From an optimization exercise on the open Yosys and OpenROAD flow, aimed at small area and a short achievable clock period; shortcuts taken in it are not production practice. RTL that was checked went through simulation tests only; none was proved equivalent to the original. The RTL of run 1 was laid out without a check of its function. The flow treats the clock pin as an ideal source. Dropping or thinning the clock tree relies on that and would not hold on a real chip. Power is estimated from default activity; no workload was simulated.

===== flow/post_cts.tcl =====
set block [ord::get_db_block]
set root [$block findInst clkbuf_0_clk]
if {$root != "NULL"} {
  set in_net [[$root findITerm A] getNet]
  set out_net [[$root findITerm X] getNet]
  set loads {}
  foreach it [$out_net getITerms] {
    if {[$it getInst] != $root} { lappend loads $it }
  }
  if {[llength $loads] <= 4 && [llength [$out_net getBTerms]] == 0} {
    puts "post_cts: removing [$root getName], clock port now feeds [llength $loads] buffers"
    foreach it $loads {
      $it disconnect
      $it connect $in_net
    }
    odb::dbInst_destroy $root
    odb::dbNet_destroy $out_net
    estimate_parasitics -placement
    repair_timing_helper
    detailed_placement
    check_placement -verbose
  } else {
    puts "post_cts: root buffer kept ([llength $loads] loads)"
  }
}

===== design.v =====
module reservation_station #(
    parameter RS_SIZE = 8,
    parameter PR_BITS = 6,
    parameter ROB_SIZE = 16,
    parameter ROB_BITS = $clog2(ROB_SIZE)
)(
    input  logic clk,
    input  logic rst,
    input  logic                  dispatch_en,
    input  logic [PR_BITS-1:0]    src1,
    input  logic [PR_BITS-1:0]    src2,
    input  logic [PR_BITS-1:0]    dst,
    input  logic                  src1_ready,
    input  logic                  src2_ready,
    input  logic                  use_imm,
    input  logic [31:0]           imm,
    input  logic [ROB_BITS-1:0]   alloc_rob_idx,
    input  logic                  dispatch_is_branch,
    input  logic [31:0]           dispatch_pc,
    input logic [1:0] dispatch_br_type,
    input  logic                  wb_valid,
    input  logic [PR_BITS-1:0]    wb_phys,
    input  logic                  issue_grant,
    output logic [1:0] issue_br_type,
    output logic                  issue_valid,
    output logic [PR_BITS-1:0]    issue_src1,
    output logic [PR_BITS-1:0]    issue_src2,
    output logic [PR_BITS-1:0]    issue_dst,
    output logic                  issue_use_imm,
    output logic [31:0]           issue_imm,
    output logic                  issue_is_branch,
    output logic [31:0]           issue_pc,
    output logic [ROB_BITS-1:0]   issue_rob_idx,
    output logic [$clog2(RS_SIZE)-1:0] issue_idx,
    output logic                  rs_full
);
    localparam int W = 3*PR_BITS + 1 + 32 + ROB_BITS + 1 + 32 + 2;
    localparam int NSEL = 6;
    logic [W-1:0] din;
    assign din = {src1, src2, dst, use_imm, imm, alloc_rob_idx,
                  dispatch_is_branch, dispatch_pc, dispatch_br_type};
    logic [RS_SIZE-1:0] rs_valid;
    logic [RS_SIZE-1:0] rs_rdy1;    
    logic [RS_SIZE-1:0] rs_rdy2;
    logic [W-1:0]       rs_data [RS_SIZE];
    logic [RS_SIZE-1:0] sel_q [NSEL];
    logic [RS_SIZE-1:0] sel;
    assign sel = sel_q[0];
    logic       valid_q, full_q;
    logic [2:0] idx_q;
    always_ff @(posedge clk) begin
        for (int i = 0; i < RS_SIZE; i++)
            if (!rs_valid[i])
                rs_data[i] <= din;
    end
    logic [RS_SIZE-1:0] free_oh, free_below;
    always_comb begin
        logic all_lower;
        all_lower = 1'b1;
        for (int i = 0; i < RS_SIZE; i++) begin
            free_oh[i]    = !rs_valid[i] && all_lower;
            free_below[i] = !all_lower;
            all_lower     = all_lower && rs_valid[i];
        end
    end
    logic disp_ok, rdy1_in, rdy2_in, disp_rdy;
    assign disp_ok  = dispatch_en && (dst != '0);
    assign rdy1_in  = src1_ready || (src1 == '0);
    assign rdy2_in  = src2_ready || (src2 == '0);
    assign disp_rdy = disp_ok && rdy1_in && rdy2_in;
    logic [RS_SIZE-1:0] keep, ok1, ok2, valid_n, rdy1_n, rdy2_n;
    always_comb begin
        for (int i = 0; i < RS_SIZE; i++) begin
            ok1[i]     = rs_rdy1[i] || (wb_valid && rs_data[i][W-1 -: PR_BITS] == wb_phys);
            ok2[i]     = rs_rdy2[i] || (wb_valid && rs_data[i][W-1-PR_BITS -: PR_BITS] == wb_phys);
            keep[i]    = rs_valid[i] && !(issue_grant && sel[i]);
            valid_n[i] = keep[i] || (disp_ok && free_oh[i]);
            rdy1_n[i]  = rs_valid[i] ? ok1[i] : rdy1_in;
            rdy2_n[i]  = rs_valid[i] ? ok2[i] : rdy2_in;
        end
    end
    function automatic logic lower_below(input logic [RS_SIZE-1:0] v, input int n);
        lower_below = 1'b0;
        for (int j = 0; j < RS_SIZE; j++)
            if (j < n) lower_below = lower_below || v[j];
    endfunction
    logic [RS_SIZE-1:0] sel_n [NSEL];
    logic [RS_SIZE-1:0] r0, prio_n, prio_d;
    always_comb begin
        logic [RS_SIZE-1:0] r, rd, pn, pd;
        logic lower_n, lower_d;
        for (int k = 0; k < NSEL; k++) begin
            for (int i = 0; i < RS_SIZE; i++) begin
                case (k % 3)
                    0:       r[i] = (keep[i] && ok1[i]) && ok2[i];
                    1:       r[i] = keep[i] && (ok1[i] && ok2[i]);
                    default: r[i] = (keep[i] && ok2[i]) && ok1[i];
                endcase
                rd[i] = r[i] || free_oh[i];
            end
            lower_n = 1'b0;
            lower_d = 1'b0;
            for (int i = 0; i < RS_SIZE; i++) begin
                pn[i] = r[i] && !lower_n;
                pd[i] = rd[i] && !lower_d;
                lower_n = lower_n || r[i];
                lower_d = lower_d || rd[i];
            end
            if (k < 3)
                sel_n[k] = disp_rdy ? pd : pn;
            else
                for (int i = 0; i < RS_SIZE; i++)
                    sel_n[k][i] = (pn[i] && !(disp_rdy && free_below[i])) ||
                                  (disp_rdy && free_oh[i] && (pn[i] || !lower_below(r, i)));
            if (k == 0) begin
                r0     = r;
                prio_n = pn;
                prio_d = pd;
            end
        end
    end
    logic       valid_nq;
    logic [2:0] idx_nq;
    always_comb begin
        logic [2:0] en, ed;
        en = '0;
        ed = '0;
        for (int i = 0; i < RS_SIZE; i++) begin
            en = en | ({3{prio_n[i]}} & 3'(i));
            ed = ed | ({3{prio_d[i]}} & 3'(i));
        end
        valid_nq = disp_rdy ? ((|r0) || !(&rs_valid)) : (|r0);
        idx_nq   = disp_rdy ? ed : en;
    end
    always_ff @(posedge clk or posedge rst) begin
        if (rst) begin
            rs_valid <= '0;
            for (int k = 0; k < NSEL; k++) sel_q[k] <= '0;
            valid_q  <= 1'b0;
            idx_q    <= '0;
            full_q   <= 1'b0;
        end else begin
            rs_valid <= valid_n;
            for (int k = 0; k < NSEL; k++) sel_q[k] <= sel_n[k];
            valid_q  <= valid_nq;
            idx_q    <= idx_nq;
            full_q   <= &valid_n;
        end
    end
    always_ff @(posedge clk) begin
        rs_rdy1 <= rdy1_n;
        rs_rdy2 <= rdy2_n;
    end
    logic [W-1:0] dout;
    always_comb begin
        dout = '0;
        for (int i = 0; i < RS_SIZE; i++)
            for (int b = 0; b < W; b++)
                dout[b] = dout[b] | (sel_q[b % NSEL][i] & rs_data[i][b]);
    end
    assign {issue_src1, issue_src2, issue_dst, issue_use_imm, issue_imm, issue_rob_idx,
            issue_is_branch, issue_pc, issue_br_type} = dout;
    assign issue_valid = valid_q;
    assign issue_idx   = idx_q;
    assign rs_full     = full_q;
endmodule

===== constraint.sdc =====
create_clock -name core_clock -period 4.5 [get_ports {clk}]
set_input_delay 0.9000 -clock core_clock [delete_from_list [all_inputs] [get_ports {clk}]]
set_output_delay 0.9000 -clock core_clock [all_outputs]
set_load 0.01 [all_outputs]

===== flow/extra.mk =====
CTS_ARGS=-sink_clustering_enable -repair_clock_nets -dont_use_dummy_load -sink_clustering_size 24 -sink_clustering_max_diameter 80

===== standard.sh =====
#!/bin/bash
# synth_recipe.tcl (not shown) runs the flow's synth.tcl, then flattens the netlist and writes it again
# the make line also repeats each setting of config.mk as NAME=value (left out here)
make -C /OpenROAD-flow-scripts/flow DESIGN_CONFIG=/design/flow/config.mk WORK_HOME=/design/flow/orfs CLKGATE_MAP_FILE= SYNTH_SCRIPT=/design/flow/synth_recipe.tcl "${@:-finish}"

===== config.mk =====
export PLATFORM = sky130hd
export DESIGN_NAME = reservation_station
export DESIGN_NICKNAME = reservation_station
export VERILOG_FILES = /design/flow/design.v
export SDC_FILE = /design/flow/constraint.sdc
export NUM_CORES = 4
export LEC_CHECK = 0
export CAP_MARGIN = 20
export CORE_MARGIN = 2
export CORE_UTILIZATION = 65
export PLACE_DENSITY = 0.75
export SETUP_SLACK_MARGIN = 2.3
export SLEW_MARGIN = 20
export TNS_END_PERCENT = 5

===== flow/run.sh =====
#!/bin/bash
# Standard ORFS layout, with plain buffers on the ports instead of the
# delay-cell buffers that buffer_ports picks by default, extra settings from
# flow/extra.mk, and flow/post_cts.tcl run at the end of CTS.
set -euo pipefail
EXTRA=()
[[ -f flow/extra.mk ]] && while IFS= read -r l; do [[ -n "$l" ]] && EXTRA+=("$l"); done < flow/extra.mk
bash standard.sh "BUFFER_PORTS_ARGS=-buffer_cell sky130_fd_sc_hd__buf_1" "POST_CTS_TCL=$PWD/flow/post_cts.tcl" "${EXTRA[@]}" finish > flow_standard.log 2>&1

==> run summary, run 1 <==
* MaxCap Viol Count at 0
* Placed inst area at 30920 µm²
* CTS Sinks at about 800
* Top_reg_cell synth: edfxtp_1
* Initial antenna violation count at 6
* Post-route cell area at ~34000 µm²
* Crit path max fanout at 6
* Vias at between 15000 and 20000
* Core ar. at 44510 µm²
* Critical Path RT at between 4 and 5 ns
* Post-route DRC at 0
* Detailed Place HPWL at ~43000 µm
* Hold WS at between 0.5 and 0.6 ns
* Fin Clk Skew at 0.03012 ns
* Clk slew on worst S/H paths at approximately 0.09 ns
* Final Slew Violations at 0
* Initial cell density of the core at 0.6615
* I/O Buffers at 197
* Max VDD drop at slightly above 0.0006 V
* Normalized max-slew margin at 0.2774
* Routability cong. at ~0.93
* Die ar. at between 40000 and 50000 µm²
* Die Width at ~220 µm
* Status: timing/DRC/antenna clean
* First-pass GRT wire length at around 110000 µm
* Worst path bufs/invs at 3
* Critical path, cell by cell: clkbuf_2 -> clkbuf_16 -> buf_4 -> xor2_1 -> nor2_1 -> a41oi_2 -> nor3_4 -> or3_4 -> a2111oi_4 -> or4_1
* Area contributors post-synth: edfxtp_1 (73%), a22oi_1 (9.2%), dfrtp_1 (5.2%)
* Area grow syn2layout at 14.14%
* Min-Delay Path Class: reg -> reg
* Ratio of cells with drive above 1 in the final layout at 0.1732
* Synthesized flop and latch total at about 800
* Vias in the first global route at ~17000
* Router iterations before antenna repair at 5
* Netlist cell types at just under 60
* FFs w/ async S/R, synth at 0.07654
* Yosys top cell by area: edfxtp_1
* Pleak at between 10 and 15 nW
* GRT Total Usage at 0.3227
* Busiest grt layer: met2
* Worst skew pair latency at 0.39 ns
* EDFF count, synth at 720
* Measured slew at the worst slew-check pin at approximately 1.1 ns
* Part of the Yosys area used for sequential elements at 0.7970
* Mean post-synth cell area at between 15 and 20 µm²
* DR iter-0 viols at ~2300
* Cell Area, Synth at around 30000 µm²
* GR Layer Usage met3 at 0.04850
* RSZ-0062 raised after global routing: yes
* Critical path arrival at between 3 and 4 ns
* Core Rows at slightly below 80
* Syn Inst Count at approximately 1600
* Fmax at 0.3522 GHz
* Nets at approximately 2000
* Grt ovf at 0
* Top cell type's share of synthesized area at 0.7343
* Wire per inst at around 30 µm
* Synthesized Nets at between 1500 and 2000
* Final hold vios at 0
* Yosys warning count at 4
* Max incr delay on CP at 0.49 ns
* Pin count of the biggest net entering global routing at 71
* Pwr dens at between 600 and 700 nW/µm²
* GR Util met2 at 0.5084
* Final WL at between 70000 and 80000 µm
* Met1 usage at 0.4642
* Setup tns final at 0 ns
* CP Launch Type: primary input
* IO Pins at between 150 and 200
* Worst path slowest cell: or4_1
* Crit. End Element: flop
* Top-count cell post-synth: edfxtp_1
* Crit path kind: in -> reg
* Vias/cell at 6.889
* Height of the die at between 200 and 250 µm
* Crit path max-delay family: simple AND/OR/NAND/NOR gates
* Most frequent cells after synthesis: edfxtp_1 (720), a22oi_1 (361), nand4_1 (95)
* Final critical-path share of the clock period at 0.6309
* Fin crit period at between 2 and 3 ns
* Final setup vio count at 0
* Antenna-violating nets left at 0
stage by stage:
step                setup WS (ns)  utilization  std cells  power (mW)
floorplan                   1.562            -       1646       15.68
global placement           0.7447       0.6947       2386       18.54
detailed placement         0.7169       0.6947       2386       18.71
global route                1.637       0.7550       2517       24.21
finish                      1.661       0.7550       2518       23.34
cells by family (layout without fill, tap and decap cells):
family | count (synthesis) | after routing | synth area share
AOI/OAI and AO/OA | 441 | 441 | 0.1146
xor gates and xnor gates | 96 | 96 | 0.02856
buffers and inverters | 85 | 362 | 0.01407
DFF | 797 | 797 | 0.7970
muxes | 12 | 12 | 0.004080
other | 0 | 3 | 0
and+or+nand+nor | 215 | 215 | 0.04169
per-layer routing:
layer,up-vias,share of wire
met5,-,0.00072
met3,178,0.096
li1,7333,-
met1,8810,0.39
met2,1018,0.48
met4,8,0.041
cells in the final DEF, fill, tap and decap left out, drive strengths merged, types with 7 or more instances in the layout:
cell type,synthesis,final
a21oi,15,15
a22oi,361,361
a41oi,10,10
buf,18,311
clkbuf,58,42
dfrtp,61,61
dfxtp,16,16
edfxtp,720,720
mux2i,12,12
nand2,23,23
nand4,95,95
nor2,38,38
nor3,30,30
o2111a,7,7
xnor2,22,22
xor2,74,74
registers in the layout (all words and copies together), names as in the netlist:
name / flops
idx_q: 3
rs_rdy1: 8
rs_data: 720
full_q: 1
rs_valid: 8
rs_rdy2: 8
valid_q: 1
sel_q: 48
worst paths after layout:
| path | startpoint | endpoint | slack, ns | cells after the start |
|---|---|---|---|---|
| min | rs_rdy2[4] | rs_rdy2[4] | 0.53 | 2 |
| max in group asynchronous | rst | sel_q[0][5] | 2.88 | 3 |
| max | wb_phys[2] | idx_q[0] | 1.66 | 10 |
| min reg2reg | rs_rdy2[4] | rs_rdy2[4] | 0.53 | 2 |
| max reg2reg | rs_data[2][82] | sel_q[3][4] | 1.96 | 9 |
| min in group asynchronous | rst | sel_q[4][0] | 0.73 | 2 |
power breakdown:
| group | switching [mW] | total [mW] | internal, mW | leakage (nW) |
|---|---|---|---|---|
| clock network | 2.04 | 3.59 | 1.56 | 0.481 |
| logic | 4.76 | 7.16 | 2.39 | 2.74 |
| registers | 1.64 | 12.6 | 11.0 | 7.91 |
| total | 8.44 | 23.3 | 14.9 | 11.1 |
area by class of cell:
| class | count | area [µm²] |
|---|---|---|
| Sequential cell | 797 | 23550 |
| Fill cell | 2619 | 10900 |
| Clock buffer | 39 | 975.9 |
| Antenna cell | 3 | 7.507 |
| Multi-Input combinational cell | 764 | 6237 |
| Inverter | 9 | 82.58 |
| Timing Repair Buffer | 314 | 2017 |
| Tap cell | 592 | 740.7 |
worst min-delay path: stages (launching register included):
cell and delay (ns):
dfxtp_1 0.32, a41oi_2 0.05, mux2i_1 0.12
==> inputs of run 2 (changes only) <==
--- a/design.v
+++ b/design.v
@@ -36,5 +36,5 @@
 );
     localparam int W = 3*PR_BITS + 1 + 32 + ROB_BITS + 1 + 32 + 2;
-    localparam int NSEL = 6;
+    localparam int NSEL = 4;
     logic [W-1:0] din;
     assign din = {src1, src2, dst, use_imm, imm, alloc_rob_idx,
==> run summary, run 2 <==
* Combinational Power Share at 0.334
* Part of the Yosys area used for sequential elements at 0.7998
* Pwr dens at around 700 nW/µm²
* Top-count cell post-synth: edfxtp_1
* Ratio of cells with drive above 1 in the final layout at 0.1895
* Nets at roughly 2000
* Yosys top cell by area: edfxtp_1
* Height of the die at about 210 µm
* Syn Inst Count at ~1600
* Crit path max-delay family: simple AND/OR/NAND/NOR gates
* Crit. End Element: flop
* Yosys warning count at 4
* Critical path, cell by cell: buf_8 -> buf_12 -> xor2_2 -> nor3_2 -> a41oi_2 -> or3_4 -> nand4_4 -> and4b_4 -> or3_1
* Post-route DRC at 0
* IO Pins at 198
* Crit path max fanout at 8
* Die ar. at approximately 46000 µm²
* Vias in the first global route at approximately 16000
* Grt ovf at 0
* Mean post-synth cell area at roughly 18 µm²
* Antenna-violating nets left at 0
* Pin count of the biggest net entering global routing at between 50 and 60
* CP Launch Type: primary input
* Worst skew pair latency at approximately 0.39 ns
* Wire per inst at just over 30 µm
* Worst path bufs/invs at 2
* Critical path arrival at ~2.9 ns
* Most frequent cells in the layout: edfxtp_1 (720), a22oi_1 (342), buf_1 (159)
* Final setup vio count at 0
* Setup tns final at 0 ns
* Most common cell after layout, fill and taps aside: edfxtp_1
* Most frequent cells after synthesis: edfxtp_1 (720), a22oi_1 (360), nand4_1 (93)
* Highest Signal Layer: met5
* Fin crit period at about 2.6 ns
* Final WL at between 70000 and 80000 µm
* Crit path kind: in -> reg
* Area grow syn2layout at 15.70%
* Initial antenna violation count at 6
* Max VDD drop at roughly 0.00050 V
* Top cell type's share of synthesized area at 0.7497
* Synthesized Nets at around 1700
* Hold WS at roughly 0.53 ns
* Netlist cell types at 52
* Normalized max-slew margin at 0.3164
* WL met1 at between 20000 and 30000 µm
* Max FFs per register at 720
* Router iterations before antenna repair at 6
* GRT Total Usage at 0.3175
* CTS Sinks at about 780
* Die Width at 214.6 µm
* Cell Area, Synth at ~29000 µm²
* Sw Ratio at 0.3639
* Max incr delay on CP at 0.46 ns
* Final Slew Violations at 0
* Synthesized flop and latch total at around 780
* Flop pwr share at 0.518
* Fin Clk Skew at approximately 0.026 ns
* DR iter-0 viols at roughly 2700
* Initial cell density of the core at 0.6550
* Detailed Place HPWL at 41200 µm
* Pleak at 10.99 nW
* DR WL met2 at 37250 µm
* Min-Delay Path Class: reg -> reg
* Core Rows at 77
* Final critical-path share of the clock period at 0.5796
* Area contributors post-synth: edfxtp_1 (75%), a22oi_1 (9.4%), dfrtp_1 (3.9%)
* First-pass GRT wire length at 107100 µm
* MaxCap Viol Count at 0
* Top_reg_cell synth: edfxtp_1
* Regs by FF count: rs_data (720), sel_q (32)
* Int Power at 14.86 mW
* FFs w/ async S/R, synth at 0.05762
* Core ar. at roughly 44000 µm²
* Critical Path RT at ~4.8 ns
* Final hold vios at 0
* Routed wl met3 at a little over 8000 µm
* I/O Buffers at approximately 200
* EDFF count, synth at between 700 and 800
* Clock power share at 0.148
* Measured slew at the worst slew-check pin at around 1.0 ns
* Status: timing/DRC/antenna clean
* Vias at about 17000
* RSZ-0062 raised after global routing: yes
* Clk slew on worst S/H paths at 0.09 ns
* Vias/cell at slightly below 7
* Largest Register: rs_data
* Switching power at about 8.5 mW
* Worst path slowest cell: or3_4
* Routability cong. at about 0.96
* Fmax at ~0.38 GHz
run 2: cell types whose count changed after synthesis, sizes merged, moves of 6 or more:
cell / before / now
o2111a: 7 / 0
o21ai: 5 / 12
or3: 2 / 9
nor2: 38 / 27
nor3: 30 / 22
buf: 18 / 24
dfrtp: 61 / 45
run 2: final cells by class:
type / instances / area, µm²
repair buffers: 326 / 2243
fillers: 2519 / 10660
well taps: 592 / 740.7
inverters: 10 / 77.57
diodes: 2 / 5.005
clock buffers: 37 / 925.9
multi-input cells: 735 / 6221
flip-flops and latches: 781 / 23160
run 2: cells by family after synthesis:
logic type | share of synthesized area
compound gates | 0.1118
xor+xnor | 0.02915
buf+inv | 0.01531
flops | 0.7998
mux | 0.004859
simple gates | 0.03900
run 2: metal layers:
metal,up-vias,track usage
met4,2,0.08194
met1,8827,0.4591
met3,126,0.06383
met2,1136,0.5067
met5,-,0
li1,7151,-
run 2: stage by stage:
stage / cells / instance area [µm²] / worst slack (ns) / power, mW / utilization
floorplan: 1610 / 28950 / 1.725 / 15.51 / -
global placement: 2356 / 30310 / 0.9410 / 18.44 / 0.6884
detailed placement: 2356 / 30310 / 0.9377 / 18.58 / 0.6884
global route: 2481 / 33360 / 1.849 / 24.17 / 0.7578
finish: 2483 / 33370 / 1.892 / 23.36 / 0.7579
run 2: path summary, 6_finish.rpt:
check                           cells past startpoint     endpoint  slack (ns)           start
worst max register to register                      7     idx_q[1]        2.13  rs_data[2][87]
worst max-delay path                                9     idx_q[1]        1.89      wb_phys[5]
min in group asynchronous                           2  sel_q[1][7]        0.73             rst
worst min register to register                      2   rs_rdy1[4]        0.53      rs_rdy1[4]
max in group asynchronous                           2  sel_q[3][0]        3.12             rst
worst min-delay path                                2   rs_rdy1[4]        0.53      rs_rdy1[4]
run 2: power by group through the flow:
stage | combinational [mW] | sequential, mW | clock [mW]
2_1_floorplan | 3.89 | 11.6 | 0
3_5_place_dp | 6.20 | 12.4 | 0
3_3_place_gp | 6.16 | 12.3 | 0
6_report | 7.81 | 12.1 | 3.46
5_1_grt | 8.22 | 12.2 | 3.71
run 2: worst min-delay path, cell delays in order (launching register included):
cell     delay [ns]
dfxtp_1        0.34
a41oi_2        0.05
mux2i_1        0.11
==> inputs of run 3 (changes only) <==
--- a/config.mk
+++ b/config.mk
@@ -12,3 +12,3 @@
 export SETUP_SLACK_MARGIN = 2.3
 export SLEW_MARGIN = 20
-export TNS_END_PERCENT = 5
+export TNS_END_PERCENT = 2
==> run summary, run 3 <==
* Vias in the first global route at ~17000
* Crit. End Element: flop
* GRT Total Usage at 0.3177
* Setup tns final at 0 ns
* Synth Area in Adders at 0
* Top_reg_cell synth: edfxtp_1
* Fin crit period at around 2.7 ns
* Post-Synth Simple-Gate Area at 0.03900
* Largest family of logic cells by synthesized area: compound AO/OA/AOI/OAI gates
* Core Rows at just under 80
* Nets at about 2000
* Cell Area, Synth at between 20000 and 30000 µm²
* Max incr delay on CP at 0.39 ns
* Worst path slowest cell: or3_1
* Vias/cell at 6.994
* IO Pins at slightly below 200
* Xor/xnor share of the synthesized area at 0.02915
* FFs w/ async S/R, synth at 0.05762
* # fillers at about 2500
* Final critical-path share of the clock period at 0.5893
* Area contributors post-synth: edfxtp_1 (75%), a22oi_1 (9.4%), dfrtp_1 (3.9%)
* Largest Register: rs_data
* Routability cong. at roughly 0.93
* Measured slew at the worst slew-check pin at about 1.0 ns
* Height of the die at roughly 210 µm
* Die Width at about 210 µm
* Fmax at ~0.38 GHz
* Grt ovf at 0
* Initial cell density of the core at 0.6550
* Antenna-violating nets left at 0
* First-pass GRT wire length at 108200 µm
* Ratio of cells with drive above 1 in the final layout at 0.1971
* Yosys warning count at 4
* RSZ-0062 raised after global routing: yes
* Most frequent cells after synthesis: edfxtp_1 (720), a22oi_1 (360), nand4_1 (93)
* Critical path, cell by cell: buf_6 -> buf_12 -> xor2_1 -> nor3_2 -> a41oi_2 -> or3_4 -> nand4_4 -> buf_4 -> or2_1 -> or3_1
* Clk slew on worst S/H paths at around 0.11 ns
* Final setup vio count at 0
* Max FFs per register at 720
* Pwr dens at approximately 710 nW/µm²
* Pin count of the biggest net entering global routing at just over 60
* Mean post-synth cell area at between 15 and 20 µm²
* Post-route DRC at 0
* Mux cell area share after synthesis at 0.004859
* Critical path arrival at 2.95 ns
* Netlist cell types at between 50 and 60
* Core ar. at between 40000 and 50000 µm²
* Most frequent cells in the layout: edfxtp_1 (720), a22oi_1 (326), buf_1 (146)
* Status: timing/DRC/antenna clean
* Normalized max-slew margin at 0.3057
* Synthesized flop and latch total at 781
* Router iterations before antenna repair at 5
* I/O Buffers at approximately 200
* Part of the Yosys area used for sequential elements at 0.7998
* Critical Path RT at ~4.8 ns
* CP Launch Type: primary input
* Final hold vios at 0
* Top cell type's share of synthesized area at 0.7497
* Synthesized Nets at around 1700
* Regs by FF count: rs_data (720), sel_q (32)
* Crit path max fanout at 8
* Pleak at about 11 nW
* Wire per inst at slightly above 30 µm
* Hold WS at 0.5295 ns
* Final Slew Violations at 0
* Crit path kind: in -> reg
* Worst R2R Setup Slack at approximately 2.1 ns
* Top-count cell post-synth: edfxtp_1
* Max VDD drop at about 0.00059 V
* Worst skew pair latency at around 0.42 ns
* Yosys top cell by area: edfxtp_1
* DR iter-0 viols at 2375
* Fin Clk Skew at 0.06942 ns
* Initial antenna violation count at 3
* Most common cell after layout, fill and taps aside: edfxtp_1
* Die ar. at 46070 µm²
* Compound-Gate Fraction of Synth Area at 0.1118
* CTS Sinks at just under 800
* Detailed Place HPWL at 40670 µm
* Vias at between 15000 and 20000
* Syn Inst Count at approximately 1600
* Min-Delay Path Class: reg -> reg
* Final WL at 77470 µm
* EDFF count, synth at 720
* Area grow syn2layout at 15.23%
* MaxCap Viol Count at 0
==> run 3: cell types whose count changed in the layout (fill, tap and decap cells not counted), moves of 5 or more <==
cell,previous run,this run
a22oi_1,342,326
xor2_1,50,70
buf_4,75,91
buf_1,159,146
nor3_2,15,10
a22oi_2,18,34
buf_2,18,28
xor2_2,13,4
xor2_4,12,1
==> run 3: path summary, 6_finish.rpt <==
path | start | to | cells past startpoint
min reg2reg | rs_rdy1[1] | rs_rdy1[1] | 2
max in group asynchronous | rst | sel_q[0][5] | 2
max | wb_phys[4] | valid_q | 10
min in group asynchronous | rst | valid_q | 2
min | rs_rdy1[1] | rs_rdy1[1] | 2
max reg2reg | rs_data[2][82] | idx_q[1] | 7
==> run 3: power breakdown <==
| part | leakage, nW | internal, mW | switching (mW) | total [mW] |
|---|---|---|---|---|
| logic | 2.86 | 2.61 | 5.35 | 7.97 |
| clock network | 0.456 | 1.48 | 2.00 | 3.48 |
| registers | 7.73 | 10.8 | 1.24 | 12.1 |
| total | 11.1 | 14.9 | 8.59 | 23.5 |
==> run 3: metal layers <==
layer / global-route usage / share of wire
met4: 0.09097 / 0.037
met1: 0.4490 / 0.38
met2: 0.5082 / 0.47
met3: 0.07092 / 0.11
met5: 0 / 0.00052
==> run 3: critical path: cells and delay by family <==
kind            cells  cell delay [ns]
xor+xnor            1             0.31
compound gates      1             0.20
simple gates        5             1.09
buf+inv             3             0.45
==> run 3: final cells by class <==
class | count | area, µm² | area share
antenna | 1 | 2.502 | 0.00007530
clock buffer | 37 | 925.9 | 0.02786
inverter | 10 | 73.82 | 0.002221
multi-input combinational | 734 | 5986 | 0.1801
sequential | 781 | 23160 | 0.6970
tap | 592 | 740.7 | 0.02229
timing repair buffer | 339 | 2330 | 0.07010
timing repair inverter | 2 | 10.01 | 0.0003012
==> run 3: cell families (layout without fill, tap and decap cells) <==
family | after synthesis | after routing
mux | 14 | 14
other cells | 0 | 1
xor+xnor | 96 | 96
simple gates | 194 | 195
buf+inv | 96 | 388
compound gates | 429 | 429
flops | 781 | 781
==> run 3: through the flow <==
step	util	setup slack (ns)	instances	power, mW	instance area (µm²)
floorplan	-	1.725	1610	15.51	28950
global placement	0.6882	0.9333	2352	18.39	30300
detailed placement	0.6882	0.8827	2352	18.58	30300
global route	0.7548	1.813	2495	24.33	33230
finish	0.7548	1.848	2496	23.53	33230
==> inputs of run 4 (changes only) <==
--- a/config.mk
+++ b/config.mk
@@ -12,3 +12,3 @@
 export SETUP_SLACK_MARGIN = 2.3
 export SLEW_MARGIN = 20
-export TNS_END_PERCENT = 2
+export TNS_END_PERCENT = 10
==> run summary, run 4 <==
* Crit path depth at 10
* Nets at about 2000
* Regs by FF count: rs_data (720), sel_q (32)
* EDFF count, synth at 720
* Die Width at around 210 µm
* Initial antenna violation count at 3
* Critical Path RT at approximately 4.8 ns
* Startpoint of the worst-slack reg-to-reg timing path: rs_data[2][89]
* CTS Sinks at 781
* Vias at ~17000
* Core Rows at 77
* Setup tns final at 0 ns
* Synthesized flop and latch total at roughly 800
* Clk slew on worst S/H paths at roughly 0.090 ns
* Crit path kind: in -> reg
* Detailed Place HPWL at ~40000 µm
* Grt ovf at 0
* Antenna-violating nets left at 0
* Crit path from: wb_phys[3]
* Non-Filler Instances at between 2000 and 2500
* Worst skew pair latency at about 0.39 ns
* Final setup vio count at 0
* GRT Total Usage at 0.3190
* Syn Inst Count at roughly 1600
* Critical Path Most Common Cell: buf_4
* Pleak at roughly 11 nW
* Most frequent cells in the layout: edfxtp_1 (720), a22oi_1 (349), buf_1 (162)
* Critical path arrival at approximately 2.9 ns
* Yosys top cell by area: edfxtp_1
* Area grow syn2layout at 15.30%
* Yosys warning count at 4
* Most common cell after layout, fill and taps aside: edfxtp_1
* CP Launch Type: primary input
* RSZ-0062 raised after global routing: yes
* Final hold vios at 0
* I/O Buffers at about 200
* Pre-CTS setup slack at 0.9377 ns
* Top-count cell post-synth: edfxtp_1
* Post-route DRC at 0
* Worst path slowest cell: or3_1
* Netlist cell types at 52
* Crit path max fanout at 8
* Worst path bufs/invs at 3
* Worst reg2reg path depth at 7
* Vias/cell at roughly 7
* Die ar. at approximately 46000 µm²
* Crit. End Element: flop
* Fin Clk Skew at 0.02341 ns
* Max VDD drop at between 0.0005 and 0.0006 V
* MaxCap Viol Count at 0
* Ratio of cells with drive above 1 in the final layout at 0.1820
* Cell Area, Synth at 28840 µm²
* Measured slew at the worst slew-check pin at 1.028 ns
* Pin count of the biggest net entering global routing at 58
* Min-Delay Path Class: reg -> reg
* Final Slew Violations at 0
* Placed Instances at between 2000 and 2500
* Post-route cell area at about 33000 µm²
* IO Pins at roughly 200
* Synthesized Nets at 1713
* DR iter-0 viols at roughly 2300
* Height of the die at ~210 µm
* Critical path, cell by cell: buf_4 -> buf_12 -> xor2_4 -> nor2_2 -> a41oi_2 -> or3_4 -> nand4_4 -> buf_4 -> or2_1 -> or3_1
* Worst Hold Path Cells at 2
* Final worst slack at 1.858 ns
* Vias in the first global route at 16399
* Most frequent cells after synthesis: edfxtp_1 (720), a22oi_1 (360), nand4_1 (93)
* Tot Pwr at ~23 mW
* Router iterations before antenna repair at 6
* Max FFs per register at about 700
* First-pass GRT wire length at roughly 110000 µm
* Part of the Yosys area used for sequential elements at 0.7998
* Core ar. at around 44000 µm²
* Top_reg_cell synth: edfxtp_1
* Status: timing/DRC/antenna clean
* Fin crit period at between 2 and 3 ns
* Largest Register: rs_data
* Routability cong. at approximately 0.96
* Final WL at between 70000 and 80000 µm
* Final critical-path share of the clock period at 0.5871
* Area contributors post-synth: edfxtp_1 (75%), a22oi_1 (9.4%), dfrtp_1 (3.9%)
* Worst hold start: rs_rdy1[4]
* FFs w/ async S/R, synth at 0.05762
* Max incr delay on CP at about 0.38 ns
* Initial cell density of the core at 0.6550
* Pwr dens at between 600 and 700 nW/µm²
* Hold WS at 0.5339 ns
* Crit path max-delay family: simple AND/OR/NAND/NOR gates
* Mean post-synth cell area at approximately 18 µm²
* Top cell type's share of synthesized area at 0.7497
* Normalized max-slew margin at 0.3148
* Placed inst area at just over 30000 µm²
* Finished Core Util at 0.7552
* Fmax at ~0.38 GHz
* Wire per inst at roughly 30 µm
run 4: final timing paths:
check,endpoint,slack (ns)
worst max-delay path,valid_q,1.86
worst min-delay path,rs_rdy1[4],0.53
worst max register to register,idx_q[1],2.16
worst min register to register,rs_rdy1[4],0.53
max in group asynchronous,sel_q[3][0],3.10
min in group asynchronous,sel_q[2][7],0.72
run 4: cell families (layout without fill, tap and decap cells):
logic type / Yosys count / count (layout) / synth area share
mux: 14 / 14 / 0.004859
xor+xnor: 96 / 96 / 0.02915
compound gates: 429 / 429 / 0.1118
other cells: 0 / 1 / 0
flops: 781 / 781 / 0.7998
buf+inv: 96 / 369 / 0.01531
simple gates: 194 / 196 / 0.03900
run 4: final cells by class:
type                            instances  area [µm²]
Antenna cell                            1       2.502
Clock buffer                           37       925.9
Fill cell                            2527       10780
Inverter                               10       86.33
Multi-Input combinational cell        735        6192
Sequential cell                       781       23160
Tap cell                              592       740.7
Timing Repair Buffer                  322        2148
run 4: report_power, final:
| group | internal, mW | switching [mW] | total, mW |
|---|---|---|---|
| clock | 1.48 | 1.98 | 3.45 |
| combinational | 2.47 | 5.10 | 7.57 |
| sequential | 10.8 | 1.35 | 12.2 |
| total | 14.8 | 8.42 | 23.2 |
run 4: per-layer routing:
metal  up-vias  wire, µm  global-route usage
met5         -        37                   0
met4         6      1974             0.08750
met3       137      7994             0.06426
met2      1116     36930              0.5075
met1      8760     28430              0.4605
li1       7144         -                   -
run 4: worst min-delay path, delay by kind of cell, from the launching register on:
kind               cells  cell delay, ns
AOI/OAI and AO/OA      1            0.05
DFF                    1            0.34
muxes                  1            0.11
==> inputs of run 5 (changes only) <==
--- a/config.mk
+++ b/config.mk
@@ -12,3 +12,3 @@
 export SETUP_SLACK_MARGIN = 2.3
 export SLEW_MARGIN = 20
-export TNS_END_PERCENT = 10
+export TNS_END_PERCENT = 100
==> run summary, run 5 <==
* DR iter-0 viols at around 2700
* Compound-Gate Fraction of Synth Area at 0.1118
* Worst R2R Setup Slack at around 2.0 ns
* Routability cong. at roughly 0.9
* IO Pins at 198
* Initial cell density of the core at 0.6550
* R2R Path End: idx_q[0]
* # fillers at between 1500 and 2000
* MaxCap Viol Count at 0
* Crit path max-delay family: buffers and inverters
* Netlist cell types at 52
* Final Slew Violations at 0
* I/O Buffers at a little under 200
* Crit. End Element: flop
* Regs by FF count: rs_data (720), sel_q (32)
* Pwr dens at 725.3 nW/µm²
* Post-route DRC at 0
* Fmax at roughly 0.37 GHz
* CTS Sinks at just under 800
* Initial antenna violation count at 5
* Height of the die at approximately 210 µm
* Final hold vios at 0
* Critical path, cell by cell: buf_1 -> buf_6 -> buf_12 -> buf_8 -> xor2_4 -> nor2_2 -> a41oi_2 -> or3_4 -> nand4_4 -> buf_6 -> buf_6 -> buf_6 -> a21o_4 -> o22ai_1
* Startpoint of the worst-slack reg-to-reg timing path: rs_data[2][89]
* Xor/xnor share of the synthesized area at 0.02915
* Yosys top cell by area: edfxtp_1
* Top_reg_cell synth: edfxtp_1
* Max VDD drop at 0.0005183 V
* Vias in the first global route at between 15000 and 20000
* Vias at 18866
* Final critical-path share of the clock period at 0.6064
* Largest Register: rs_data
* Post-Synth Simple-Gate Area at 0.03900
* Setup tns final at 0 ns
* Most common cell after layout, fill and taps aside: edfxtp_1
* Syn Inst Count at 1610
* Reg area at roughly 23000 µm²
* Pin count of the biggest net entering global routing at 58
* Wire per inst at between 30 and 40 µm
* Largest family of logic cells by synthesized area: compound AO/OA/AOI/OAI gates
* Crit path max fanout at 7
* Area grow syn2layout at 26.59%
* Core Rows at just under 80
* Worst path bufs/invs at 7
* Router iterations before antenna repair at 5
* Cell Area, Synth at just under 30000 µm²
* Normalized max-slew margin at 0.3016
* Status: timing/DRC/antenna clean
* First-pass GRT wire length at approximately 120000 µm
* Most frequent cells after synthesis: edfxtp_1 (720), a22oi_1 (360), nand4_1 (93)
* Detailed Place HPWL at 40650 µm
* Worst skew pair latency at around 0.42 ns
* GRT Total Usage at 0.3598
* Core ar. at 44030 µm²
* Max FFs per register at 720
* Mux cell area share after synthesis at 0.004859
* Yosys warning count at 4
* Antenna-violating nets left at 0
* RSZ-0062 raised after global routing: yes
* Die ar. at 46070 µm²
* Synthesized Nets at around 1700
* Top-count cell post-synth: edfxtp_1
* Vias/cell at 7.239
* DR WL met2 at 42330 µm
* Highest Signal Layer: met5
* Min-Delay Path Class: reg -> reg
* EDFF count, synth at 720
* Max incr delay on CP at between 0.4 and 0.5 ns
* Area contributors post-synth: edfxtp_1 (75%), a22oi_1 (9.4%), dfrtp_1 (3.9%)
* Critical Path Most Common Cell: buf_6
* Final setup vio count at 0
* Critical Path RT at 4.75 ns
* Final WL at approximately 90000 µm
* Die Width at roughly 210 µm
* Critical path arrival at between 2 and 3 ns
* Top cell type's share of synthesized area at 0.7497
* Fin Clk Skew at 0.05751 ns
* Most frequent cells in the layout: edfxtp_1 (720), a22oi_2 (231), a22oi_1 (129)
* Mean post-synth cell area at approximately 18 µm²
* Measured slew at the worst slew-check pin at about 1.0 ns
* CP Launch Type: primary input
* Clk slew on worst S/H paths at 0.10 ns
* Synthesized flop and latch total at approximately 800
* Finished Core Util at 0.8292
* Hold Path Sink: rs_rdy1[5]
* WL met1 at just over 30000 µm
* Routed wl met3 at 11560 µm
* Area of the multi-input gates at 7222 µm²
* Worst path slowest cell: or3_4
* Worst Hold Path Cells at 2
* FFs w/ async S/R, synth at 0.05762
* Synth Area in Adders at 0
* Grt ovf at 0
* Part of the Yosys area used for sequential elements at 0.7998
* Worst hold start: rs_rdy1[5]
* Ratio of cells with drive above 1 in the final layout at 0.3849
* Nets at 2116
* Worst reg2reg path depth at 8
* Fin crit period at between 2 and 3 ns
* Crit path kind: in -> reg
* Pleak at 12.23 nW
run 5: logic make-up (layout without fill, tap and decap cells):
group / Yosys count / count (layout)
XOR/XNOR: 96 / 96
flip-flops: 781 / 781
other: 0 / 3
AND/OR/NAND/NOR: 194 / 194
multiplexers: 14 / 14
AO/OA/AOI/OAI: 429 / 429
buffers and inverters: 96 / 497
run 5: worst max path at each step:
| stage | start | end | depth (start not counted) |
|---|---|---|---|
| 2_1_floorplan | wb_phys[5] | idx_q[1] | 9 |
| 3_3_place_gp | wb_phys[1] | idx_q[1] | 8 |
| 3_5_place_dp | wb_phys[1] | idx_q[1] | 8 |
| 5_1_grt | wb_phys[2] | idx_q[0] | 11 |
| 6_report | wb_phys[2] | idx_q[2] | 14 |
run 5: area by class of cell:
class                      count  area share
sequential                   781      0.6348
multi-input combinational    733      0.1978
timing repair buffer         446      0.1182
clock buffer                  38     0.02605
tap                          592     0.02029
inverter                      10    0.002193
timing repair inverter         3   0.0004798
antenna                        3   0.0002056
run 5: per-layer routing:
layer  up-vias  track usage
met4         6       0.1479
met1      9429       0.4974
li1       7412            -
met2      1639       0.5661
met5         -            0
met3       380      0.08057
run 5: report_power, final:
| part | switching (mW) | internal, mW | total (mW) |
|---|---|---|---|
| clock network | 2.09 | 1.52 | 3.60 |
| registers | 1.48 | 10.9 | 12.4 |
| logic | 6.35 | 4.17 | 10.5 |
| total | 9.91 | 16.6 | 26.5 |
run 5: tightest hold or removal path: stages (launching register included):
cell and delay, ns:
dfxtp_1 0.34, a41oi_2 0.05, mux2i_1 0.11
run 5: through the flow:
step / instance area (µm²) / setup slack (ns) / hold slack [ns] / cells / power (mW)
5_1_grt: 36500 / 1.759 / 0.5689 / 2604 / 27.12
3_3_place_gp: 30280 / 0.8601 / 0.4827 / 2351 / 18.38
2_1_floorplan: 28970 / 1.725 / 0.4633 / 1610 / 15.52
6_report: 36510 / 1.771 / 0.5254 / 2606 / 26.48
3_5_place_dp: 30300 / 0.8349 / 0.4910 / 2352 / 18.55
==> inputs of run 6 (changes only) <==
--- a/config.mk
+++ b/config.mk
@@ -12,3 +12,3 @@
 export SETUP_SLACK_MARGIN = 2.3
 export SLEW_MARGIN = 20
-export TNS_END_PERCENT = 100
+export TNS_END_PERCENT = 30
==> run summary, run 6 <==
* EDFF count, synth at slightly above 700
* CP Launch Type: primary input
* Min-Delay Path Class: reg -> reg
* Pwr dens at a little over 700 nW/µm²
* Most common cell after layout, fill and taps aside: edfxtp_1
* Core Rows at 77
* Part of the Yosys area used for sequential elements at 0.7998
* Antenna-violating nets left at 0
* Worst skew pair latency at ~0.40 ns
* Normalized max-slew margin at 0.3311
* Routability cong. at a little under 1
* Final critical-path share of the clock period at 0.6632
* Startpoint of the worst-slack reg-to-reg timing path: rs_valid[1]
* Height of the die at 214.6 µm
* GRT Total Usage at 0.3601
* Synthesized Nets at between 1500 and 2000
* Final Slew Violations at 0
* Netlist cell types at 52
* FFs w/ async S/R, synth at 0.05762
* Pleak at ~12 nW
* Pin count of the biggest net entering global routing at 96
* MaxCap Viol Count at 0
* Most frequent cells in the layout: edfxtp_1 (720), a22oi_2 (236), a22oi_1 (124)
* Regs by FF count: rs_data (720), sel_q (32)
* Nets at roughly 2100
* Critical path arrival at about 3.3 ns
* Top_reg_cell synth: edfxtp_1
* Post-route DRC at 0
* Max FFs per register at just over 700
* Grt ovf at 0
* Initial antenna violation count at 3
* Yosys warning count at 4
* Top cell type's share of synthesized area at 0.7497
* Router iterations before antenna repair at 5
* Most frequent cells after synthesis: edfxtp_1 (720), a22oi_1 (360), nand4_1 (93)
* DR iter-0 viols at between 2000 and 3000
* Area grow syn2layout at 25.01%
* Measured slew at the worst slew-check pin at between 1 and 1.5 ns
* Syn Inst Count at between 1500 and 2000
* Initial cell density of the core at 0.6550
* Core ar. at around 44000 µm²
* I/O Buffers at 197
* Fmax at approximately 0.34 GHz
* Wire per inst at roughly 34 µm
* Vias at 18582
* Die ar. at approximately 46000 µm²
* Crit path kind: in -> reg
* Fin Clk Skew at 0.02505 ns
* Final setup vio count at 0
* Critical Path RT at 4.81 ns
* Worst hold start: rs_rdy1[6]
* Ratio of cells with drive above 1 in the final layout at 0.3679
* Crit. End Element: flop
* Mean post-synth cell area at between 15 and 20 µm²
* Final WL at roughly 90000 µm
* Synthesized flop and latch total at 781
* Detailed Place HPWL at between 30000 and 40000 µm
* Status: timing/DRC/antenna clean
* Clk slew on worst S/H paths at about 0.10 ns
* Final hold vios at 0
* Vias/cell at ~7.3
* Setup tns final at 0 ns
* Yosys top cell by area: edfxtp_1
* First-pass GRT wire length at about 120000 µm
* Worst reg2reg path depth at 6
* Crit path from: src2[1]
* Area contributors post-synth: edfxtp_1 (75%), a22oi_1 (9.4%), dfrtp_1 (3.9%)
* Die Width at 214.6 µm
* Worst Hold Path Cells at 2
* Finished Core Util at 0.8188
* Cell Area, Synth at between 20000 and 30000 µm²
* Max VDD drop at around 0.00058 V
* # fillers at 2049
* Vias in the first global route at roughly 18000
* Fin crit period at between 2 and 3 ns
* Largest Register: rs_data
* Top-count cell post-synth: edfxtp_1
* Crit path max fanout at 9
* Hold WS at ~0.54 ns
* Tot Pwr at between 20 and 30 mW
* RSZ-0062 raised after global routing: yes
* CTS Sinks at slightly below 800
* IO Pins at ~200
-- run 6: cell counts after synthesis --
No cell type changed its count.
-- run 6: path summary, 6_finish.rpt --
| kind | to | slack [ns] |
|---|---|---|
| max in group asynchronous | sel_q[2][1] | 3.08 |
| max | idx_q[0] | 1.52 |
| min reg2reg | rs_rdy1[6] | 0.54 |
| max reg2reg | idx_q[0] | 1.87 |
| min in group asynchronous | sel_q[3][1] | 0.70 |
| min | rs_rdy1[6] | 0.54 |
-- run 6: where the power goes --
part / switching [mW] / internal [mW] / total [mW]
registers: 1.49 / 10.9 / 12.4
clock network: 2.03 / 1.48 / 3.51
logic: 6.09 / 3.80 / 9.89
-- run 6: cell type report --
type / count / area (µm²) / area share
diodes: 3 / 7.507 / 0.0002082
clock buffers: 37 / 925.9 / 0.02568
inverters: 10 / 72.57 / 0.002013
multi-input cells: 734 / 7236 / 0.2007
flip-flops and latches: 781 / 23170 / 0.6426
well taps: 592 / 740.7 / 0.02055
repair buffers: 402 / 3896 / 0.1081
repair inverters: 1 / 7.507 / 0.0002082
-- run 6: kinds of logic after synthesis --
| family | count (synthesis) | synth area share |
|---|---|---|
| AND/OR/NAND/NOR | 194 | 0.03900 |
| AO/OA/AOI/OAI | 429 | 0.1118 |
| flip-flops | 781 | 0.7998 |
| buffers and inverters | 96 | 0.01531 |
| multiplexers | 14 | 0.004859 |
| XOR/XNOR | 96 | 0.02915 |
-- run 6: metal layers --
layer	wire, µm	GRT usage	share of wire	vias up
li1	-	-	-	7326
met1	30630	0.4974	0.35	9368
met2	41740	0.5709	0.47	1557
met3	10780	0.07390	0.12	329
met4	4958	0.1502	0.056	2
met5	12	0	0.00014	-
-- run 6: stage by stage --
stage / instance area (µm²) / setup slack [ns] / instances
global route: 36050 / 1.389 / 2559
detailed placement: 30320 / 0.9615 / 2351
finish: 36050 / 1.515 / 2560
floorplan: 28970 / 1.725 / 1610
global placement: 30310 / 0.9822 / 2351
-- run 6: worst max-delay path: stages --
cell       delay [ns]
buf_4            0.16
nor4_4           0.44
a21oi_2          0.13
buf_6            0.16
nor3_4           0.41
buf_4            0.21
nand2_1          0.06
a2111oi_0        0.56
nand4bb_1        0.26
==> inputs of run 7 (changes only) <==
--- a/config.mk
+++ b/config.mk
@@ -10,5 +10,5 @@
 export CORE_UTILIZATION = 65
 export PLACE_DENSITY = 0.75
-export SETUP_SLACK_MARGIN = 2.3
+export SETUP_SLACK_MARGIN = 2.45
 export SLEW_MARGIN = 20
-export TNS_END_PERCENT = 30
+export TNS_END_PERCENT = 5
==> run summary, run 7 <==
* Status: timing/DRC/antenna clean
* Xor/xnor share of the synthesized area at 0.02915
* Core Rows at 77
* Synthesized flop and latch total at ~780
* Most common cell after layout, fill and taps aside: edfxtp_1
* Post-Synth Simple-Gate Area at 0.03900
* Synth Area in Adders at 0
* Most frequent cells in the layout: edfxtp_1 (720), a22oi_1 (330), buf_1 (154)
* Area contributors post-synth: edfxtp_1 (75%), a22oi_1 (9.4%), dfrtp_1 (3.9%)
* Synthesized Nets at between 1500 and 2000
* IO Pins at about 200
* Highest Signal Layer: met5
* Worst hold start: rs_rdy2[5]
* Antenna-violating nets left at 0
* Non-Filler Instances at between 2000 and 3000
* Crit. End Element: flop
* Max FFs per register at 720
* Yosys warning count at 4
* Routability cong. at a little over 0.9
* Most frequent cells after synthesis: edfxtp_1 (720), a22oi_1 (360), nand4_1 (93)
* Pleak at between 10 and 15 nW
* Worst skew pair latency at a little over 0.4 ns
* Router iterations before antenna repair at 5
* Largest family of logic cells by synthesized area: compound AO/OA/AOI/OAI gates
* Mean post-synth cell area at between 15 and 20 µm²
* Die Width at approximately 210 µm
* Top cell type's share of synthesized area at 0.7497
* Vias/cell at 6.990
* Die ar. at 46070 µm²
* Top_reg_cell synth: edfxtp_1
* Detailed Place HPWL at between 30000 and 40000 µm
* DR iter-0 viols at 2466
* GRT Total Usage at 0.3387
* Grt ovf at 0
* Placed Instances at ~2300
* Measured slew at the worst slew-check pin at about 1.0 ns
* Top-count cell post-synth: edfxtp_1
* DR WL met2 at between 30000 and 40000 µm
* FFs w/ async S/R, synth at 0.05762
* Fin crit period at 2.674 ns
* Vias in the first global route at roughly 17000
* CTS Sinks at between 700 and 800
* Core ar. at roughly 44000 µm²
* Ratio of cells with drive above 1 in the final layout at 0.2096
* Largest Register: rs_data
* Critical path arrival at approximately 2.9 ns
* Final setup vio count at 0
* Regs by FF count: rs_data (720), sel_q (32)
* Cell Area, Synth at 28840 µm²
* Part of the Yosys area used for sequential elements at 0.7998
* First-pass GRT wire length at ~110000 µm
* Min-Delay Path Class: reg -> reg
* Syn Inst Count at between 1500 and 2000
* RSZ-0062 raised after global routing: yes
* WL met1 at 29170 µm
* # fillers at between 2000 and 2500
* Final hold vios at 0
* Compound-Gate Fraction of Synth Area at 0.1118
* Pwr dens at around 700 nW/µm²
* Max VDD drop at about 0.00045 V
* Netlist cell types at between 50 and 60
* Startpoint of the worst-slack reg-to-reg timing path: rs_valid[1]
* MaxCap Viol Count at 0
* Fmax at 0.3739 GHz
* Final Slew Violations at 0
* Crit path kind: in -> reg
* Post-route DRC at 0
* Finished Core Util at 0.7681
* Yosys top cell by area: edfxtp_1
* I/O Buffers at about 200
* Routed wl met3 at ~9000 µm
* Initial antenna violation count at 6
* Final critical-path share of the clock period at 0.5943
* Fin Clk Skew at around 0.038 ns
* Clk slew on worst S/H paths at 0.09 ns
* Crit path from: wb_phys[5]
* EDFF count, synth at between 700 and 800
* Area grow syn2layout at 17.26%
* Nets at slightly above 2000
* CP Launch Type: primary input
* Setup tns final at 0 ns
* Mux cell area share after synthesis at 0.004859
* Crit path max fanout at 8
* Critical Path RT at between 4 and 5 ns
* Pin count of the biggest net entering global routing at 62
* Normalized max-slew margin at 0.3098
* Vias at 17518
* Height of the die at approximately 210 µm
* Final WL at ~79000 µm
* Initial cell density of the core at 0.6550
* Wire per inst at 31.35 µm
-- run 7: cell counts after synthesis --
No cell type changed its count.
-- run 7: layer usage --
layer / global-route usage / vias to the layer above
met4: 0.1287 / 10
met1: 0.4861 / 8803
met5: 0 / -
met2: 0.5211 / 1251
met3: 0.07348 / 236
li1: - / 7218
-- run 7: metrics by stage --
step | setup slack (ns) | cell area, µm² | hold slack [ns] | power, mW
after floorplan | 1.725 | 28960 | 0.4633 | 15.51
after global placement | 0.8756 | 30250 | 0.4806 | 18.35
after detailed placement | 0.8768 | 30250 | 0.4904 | 18.49
after global routing | 1.798 | 33820 | 0.5344 | 24.68
final | 1.826 | 33820 | 0.5148 | 23.83
-- run 7: where the power goes --
part | internal [mW] | leakage [nW] | switching (mW)
combinational | 2.78 | 3.00 | 5.41
clock | 1.52 | 0.468 | 2.01
sequential | 10.9 | 7.73 | 1.26
-- run 7: cell type report --
type	instances	area, µm²	share of cell area
multi-input cells	735	6201	0.1834
diodes	1	2.502	0.00007400
repair buffers	349	2680	0.07925
well taps	592	740.7	0.02190
clock buffers	38	950.9	0.02812
flip-flops and latches	781	23170	0.6853
inverters	10	67.56	0.001998
-- run 7: worst max-delay path, cell delays in order --
cell and delay, ns:
buf_12 0.11, buf_12 0.14, xor2_1 0.18, nor3_2 0.20, a41oi_2 0.17, or3_4 0.48
nand4_4 0.17, and4b_4 0.23, or3_1 0.33
-- run 7: cell families after synthesis --
kind of cell,after synthesis
xor+xnor,96
flops,781
buf+inv,96
simple gates,194
compound gates,429
mux,14
-- run 7: final timing paths --
check                         endpoint  slack, ns  cells past startpoint
setup / recovery              idx_q[1]       1.83                      9
hold / removal              rs_rdy2[5]       0.51                      2
setup reg to reg                full_q       1.94                      7
hold reg to reg             rs_rdy2[5]       0.51                      2
max in group asynchronous  sel_q[0][5]       3.06                      2
min in group asynchronous  sel_q[1][2]       0.71                      2
==> inputs of run 8 (changes only) <==
--- a/config.mk
+++ b/config.mk
@@ -10,5 +10,5 @@
 export CORE_UTILIZATION = 65
 export PLACE_DENSITY = 0.75
-export SETUP_SLACK_MARGIN = 2.45
+export SETUP_SLACK_MARGIN = 1.9
 export SLEW_MARGIN = 20
 export TNS_END_PERCENT = 5
==> run summary, run 8 <==
* Status: timing/DRC/antenna clean
* Worst skew pair latency at roughly 0.38 ns
* Vias at approximately 17000
* Crit. End Element: flop
* # fillers at 2715
* Clk slew on worst S/H paths at approximately 0.09 ns
* Cell Area, Synth at around 29000 µm²
* Most common cell after layout, fill and taps aside: edfxtp_1
* First-pass GRT wire length at approximately 110000 µm
* RSZ-0062 raised after global routing: yes
* Fin Clk Skew at approximately 0.033 ns
* Height of the die at roughly 210 µm
* Die ar. at 46070 µm²
* Area grow syn2layout at 12.70%
* Netlist cell types at 52
* Critical path, cell by cell: buf_4 -> buf_4 -> xor2_1 -> nor3_1 -> a41oi_1 -> or3_4 -> nand3_2 -> or2_1 -> or3_1
* Mean post-synth cell area at between 15 and 20 µm²
* Final worst slack at between 1.5 and 2 ns
* Normalized max-slew margin at 0.3257
* Final hold vios at 0
* Pin count of the biggest net entering global routing at slightly above 60
* Max FFs per register at 720
* MaxCap Viol Count at 0
* CTS Sinks at about 780
* Worst Hold Path Cells at 2
* Most frequent cells in the layout: edfxtp_1 (720), a22oi_1 (355), buf_1 (177)
* Die Width at 214.6 µm
* Router iterations before antenna repair at 7
* Pre-CTS setup slack at about 0.84 ns
* Worst reg2reg path depth at 5
* Final critical-path share of the clock period at 0.5903
* Placed inst area at around 30000 µm²
* Largest Register: rs_data
* Post-route DRC at 0
* Fin crit period at around 2.7 ns
* Core ar. at roughly 44000 µm²
* Pleak at around 11 nW
* Measured slew at the worst slew-check pin at about 1 ns
* IO Pins at just under 200
* Final setup vio count at 0
* FFs w/ async S/R, synth at 0.05762
* Final Slew Violations at 0
* Worst path slowest cell: or3_1
* Setup tns final at 0 ns
* Post-route cell area at ~33000 µm²
* Wire per inst at 29.97 µm
* Crit path max fanout at 8
* GRT Total Usage at 0.3217
* Critical Path Most Common Cell: buf_4
* Critical Path RT at approximately 4.8 ns
* Initial antenna violation count at 3
* Hold WS at approximately 0.53 ns
* Vias in the first global route at 16486
* Max incr delay on CP at between 0.3 and 0.4 ns
* Top-count cell post-synth: edfxtp_1
* Top_reg_cell synth: edfxtp_1
* Synthesized flop and latch total at 781
* Max VDD drop at 0.0006020 V
* CP Launch Type: primary input
* Regs by FF count: rs_data (720), sel_q (32)
* Yosys top cell by area: edfxtp_1
* Routability cong. at about 0.90
* Min-Delay Path Class: reg -> reg
* Crit path kind: in -> reg
* Fmax at approximately 0.38 GHz
* EDFF count, synth at roughly 700
* Final WL at 74210 µm
* Antenna-violating nets left at 0
* I/O Buffers at 197
* Detailed Place HPWL at 39770 µm
* Yosys warning count at 4
* Initial cell density of the core at 0.6550
* Synthesized Nets at approximately 1700
* Core Rows at just under 80
* Critical path arrival at 2.91 ns
* Part of the Yosys area used for sequential elements at 0.7998
* Syn Inst Count at between 1500 and 2000
* Area contributors post-synth: edfxtp_1 (75%), a22oi_1 (9.4%), dfrtp_1 (3.9%)
* Most frequent cells after synthesis: edfxtp_1 (720), a22oi_1 (360), nand4_1 (93)
* Nets at 1983
* Grt ovf at 0
* DR iter-0 viols at roughly 2100
* Vias/cell at approximately 7
* Ratio of cells with drive above 1 in the final layout at 0.1390
* Top cell type's share of synthesized area at 0.7497
* Pwr dens at about 700 nW/µm²
## run 8: cell counts after synthesis
No cell type changed its count.
## run 8: critical path, delay by kind of cell
| kind | cells | cell delay, ns |
|---|---|---|
| xor gates and xnor gates | 1 | 0.23 |
| AOI/OAI and AO/OA | 1 | 0.28 |
| and+or+nand+nor | 5 | 1.14 |
| buffers and inverters | 2 | 0.34 |
## run 8: through the flow
| step | util | total power, mW | std cells |
|---|---|---|---|
| 3_3_place_gp | 0.6880 | 18.38 | 2350 |
| 5_1_grt | 0.7380 | 23.67 | 2472 |
| 6_report | 0.7382 | 22.80 | 2476 |
| 3_5_place_dp | 0.6887 | 18.55 | 2351 |
| 2_1_floorplan | - | 15.51 | 1610 |
## run 8: cell families (layout without fill, tap and decap cells)
| kind of cell | after synthesis | in the layout | share of synthesized area |
|---|---|---|---|
| compound gates | 429 | 429 | 0.1118 |
| mux | 14 | 14 | 0.004859 |
| flops | 781 | 781 | 0.7998 |
| simple gates | 194 | 195 | 0.03900 |
| other cells | 0 | 6 | 0 |
| xor+xnor | 96 | 96 | 0.02915 |
| buf+inv | 96 | 363 | 0.01531 |
## run 8: path summary, 6_finish.rpt
kind | start | end | slack (ns)
min in group asynchronous | rst | sel_q[0][4] | 0.74
worst max register to register | rs_valid[0] | full_q | 2.04
max in group asynchronous | rst | sel_q[0][3] | 3.04
worst min register to register | rs_rdy2[6] | rs_rdy2[6] | 0.53
worst min-delay path | rs_rdy2[6] | rs_rdy2[6] | 0.53
worst max-delay path | wb_phys[1] | valid_q | 1.84
## run 8: where the power goes
group	leakage, nW	switching [mW]	internal, mW	total [mW]
registers	7.73	1.27	10.9	12.1
clock network	0.468	1.97	1.52	3.49
logic	2.53	4.94	2.25	7.19
total	10.7	8.18	14.6	22.8
## run 8: cell type report
class	instances	area (µm²)	share of cell area
timing repair buffer	315	1991	0.06125
antenna	6	15.01	0.0004619
clock buffer	38	950.9	0.02926
tap	592	740.7	0.02279
inverter	10	62.56	0.001925
sequential	781	23170	0.7130
multi-input combinational	734	5568	0.1713
## run 8: layer usage
layer | global-route usage | part of all wire
met1 | 0.4588 | 0.39
met4 | 0.1134 | 0.035
met2 | 0.5041 | 0.47
met5 | 0 | 0
met3 | 0.06695 | 0.11
==> inputs of run 9 (changes only) <==
--- a/config.mk
+++ b/config.mk
@@ -10,5 +10,5 @@
 export CORE_UTILIZATION = 65
 export PLACE_DENSITY = 0.75
-export SETUP_SLACK_MARGIN = 1.9
+export SETUP_SLACK_MARGIN = 2.0
 export SLEW_MARGIN = 20
 export TNS_END_PERCENT = 5
==> run summary, run 9 <==
* Status: timing/DRC/antenna clean
* Crit path max fanout at 11
* IO Pins at ~200
* Mux cell area share after synthesis at 0.004859
* Most frequent cells after synthesis: edfxtp_1 (720), a22oi_1 (360), nand4_1 (93)
* Tot Pwr at 22.68 mW
* Core Rows at 77
* Post-Synth Simple-Gate Area at 0.03900
* Final worst slack at 1.871 ns
* GRT Total Usage at 0.3146
* Critical Path RT at ~3.6 ns
* Synth Area in Adders at 0
* Crit path from: sel_q[3][5]
* Final WL at ~74000 µm
* Worst skew pair latency at around 0.40 ns
* Max FFs per register at between 700 and 800
* Synthesized flop and latch total at around 780
* Mean post-synth cell area at 17.91 µm²
* Fin Clk Skew at between 0.06 and 0.07 ns
* Setup tns final at 0 ns
* Top-count cell post-synth: edfxtp_1
* Initial antenna violation count at 6
* DR WL met2 at 35690 µm
* Compound-Gate Fraction of Synth Area at 0.1118
* Final Slew Violations at 0
* CP Launch Type: flop
* Critical path arrival at roughly 1.7 ns
* I/O Buffers at approximately 200
* Routed wl met3 at roughly 8200 µm
* Vias in the first global route at around 16000
* Final setup vio count at 0
* First-pass GRT wire length at ~110000 µm
* Yosys warning count at 4
* Fin crit period at between 2 and 3 ns
* Pleak at between 10 and 15 nW
* Nets at between 1500 and 2000
* Height of the die at 214.6 µm
* Normalized max-slew margin at 0.3000
* Crit. End Element: primary output
* Wire per inst at ~30 µm
* Vias/cell at 6.917
* Antenna-violating nets left at 0
* Die Width at ~210 µm
* Area grow syn2layout at 12.35%
* Highest Signal Layer: met5
* Largest Register: rs_data
* Startpoint of the worst-slack reg-to-reg timing path: rs_valid[0]
* Final critical-path share of the clock period at 0.5841
* Area contributors post-synth: edfxtp_1 (75%), a22oi_1 (9.4%), dfrtp_1 (3.9%)
* Core ar. at 44030 µm²
* Post-route DRC at 0
* Detailed Place HPWL at about 40000 µm
* Xor/xnor share of the synthesized area at 0.02915
* Largest family of logic cells by synthesized area: compound AO/OA/AOI/OAI gates
* Pre-CTS setup slack at between 0.8 and 0.9 ns
* MaxCap Viol Count at 0
* Pwr dens at ~700 nW/µm²
* RSZ-0062 raised after global routing: yes
* Pin count of the biggest net entering global routing at 57
* Worst hold start: rs_rdy2[1]
* Most common cell after layout, fill and taps aside: edfxtp_1
* Router iterations before antenna repair at 5
* Netlist cell types at 52
* Fmax at ~0.38 GHz
* Measured slew at the worst slew-check pin at roughly 1.0 ns
* CTS Sinks at between 700 and 800
* Die ar. at around 46000 µm²
* Ratio of cells with drive above 1 in the final layout at 0.1338
* Initial cell density of the core at 0.6550
* Grt ovf at 0
* Max VDD drop at around 0.0005 V
* Synthesized Nets at between 1500 and 2000
* EDFF count, synth at between 700 and 800
* Cell Area, Synth at 28840 µm²
* Final hold vios at 0
* Top cell type's share of synthesized area at 0.7497
* DR iter-0 viols at about 2100
* Top_reg_cell synth: edfxtp_1
* Routability cong. at between 0.9 and 1
* FFs w/ async S/R, synth at 0.05762
* Crit path kind: reg -> out
* Min-Delay Path Class: reg -> reg
* Part of the Yosys area used for sequential elements at 0.7998
* WL met1 at between 20000 and 30000 µm
* Syn Inst Count at roughly 1600
* Vias at between 15000 and 20000
* Clk slew on worst S/H paths at ~0.090 ns
* Regs by FF count: rs_data (720), sel_q (32)
* Yosys top cell by area: edfxtp_1
* Most frequent cells in the layout: edfxtp_1 (720), a22oi_1 (356), buf_1 (181)
[run 9: kinds of logic (layout without fill, tap and decap cells)]
family / after synthesis / in the layout
and+or+nand+nor: 194 / 194
AOI/OAI and AO/OA: 429 / 429
muxes: 14 / 14
DFF: 781 / 781
buffers and inverters: 96 / 340
other: 0 / 3
xor gates and xnor gates: 96 / 96
[run 9: where the power goes]
group	internal [mW]	switching [mW]
clock	1.52	1.99
sequential	10.8	1.32
combinational	2.16	4.84
total	14.5	8.15
[run 9: path summary, 6_finish.rpt]
kind / end / cells after the start / slack [ns]
hold / removal: rs_rdy2[1] / 2 / 0.51
setup / recovery: issue_pc[13] / 4 / 1.87
max in group asynchronous: sel_q[0][3] / 2 / 3.05
setup reg to reg: full_q / 7 / 2.06
min in group asynchronous: sel_q[1][5] / 2 / 0.72
hold reg to reg: rs_rdy2[1] / 2 / 0.51
[run 9: cell type report]
cell class	instances	area (µm²)
clock buffer	38	950.9
antenna	3	7.507
tap	592	740.7
timing repair buffer	292	1807
fill	2637	11630
multi-input combinational	733	5672
sequential	781	23160
inverter	10	62.56
[run 9: per-layer routing]
layer / track usage / up-vias
met5: 0 / -
met1: 0.4525 / 8649
met3: 0.06284 / 146
met2: 0.5004 / 1051
met4: 0.09097 / 10
li1: - / 7083
[run 9: critical path, stage by stage (launching register included)]
cell     delay, ns
dfrtp_4       0.60
buf_8         0.20
a22oi_1       0.18
nand4_1       0.16
buf_1         0.17
[run 9: per-stage QoR]
stage | hold WS (ns) | utilization | area [µm²] | instances
after global routing | 0.5418 | 0.7358 | 32400 | 2447
final | 0.5135 | 0.7359 | 32400 | 2449
after floorplan | 0.4633 | - | 28970 | 1610
after detailed placement | 0.4917 | 0.6874 | 30270 | 2348
after global placement | 0.4834 | 0.6873 | 30260 | 2348

[static timing again, ports no longer ideal]
How much do the figures lean on ideal ports? The routed layouts below were timed once more, with nothing changed but the port constraints.
Step 1: set_driving_cell puts a clkbuf_16 on clk and a buf_2 on each other input, an assumption about the parent block.
Step 2, shift: input delay + t, output delay - t, t = (earliest + latest rising clock arrival at the registers) / 2. This alone moves slack from input paths to output paths.
Slacks: ideal ports / drivers / drivers and shift; pairs: ideal ports / drivers.
run | shift t [ns] | slack for setup (ns) | worst data-port slew with drivers (ns) | pins driven straight from the clock port
run 1 | 0.497 | 1.661 / 1.722 / 1.225 | 0.11 | 4
run 2 | 0.500 | 1.892 / 1.812 / 1.452 | 0.11 | 4
run 3 | 0.502 | 1.848 / 1.778 / 1.408 | 0.08 | 4
run 4 | 0.496 | 1.858 / 1.795 / 1.408 | 0.10 | 4
run 5 | 0.517 | 1.771 / 1.664 / 1.289 | 0.15 | 4
run 6 | 0.507 | 1.515 / 1.570 / 1.063 | 0.12 | 4
run 7 | 0.504 | 1.826 / 1.769 / 1.379 | 0.10 | 4
run 8 | 0.495 | 1.844 / 1.781 / 1.407 | 0.09 | 4
run 9 | 0.495 | 1.871 / 1.748 / 1.475 | 0.10 | 4
After both steps setup and hold are still met in every run listed. For run 5, which loses most, drivers alone change the setup slack by -0.107 ns; drivers and shift together by -0.482 ns.
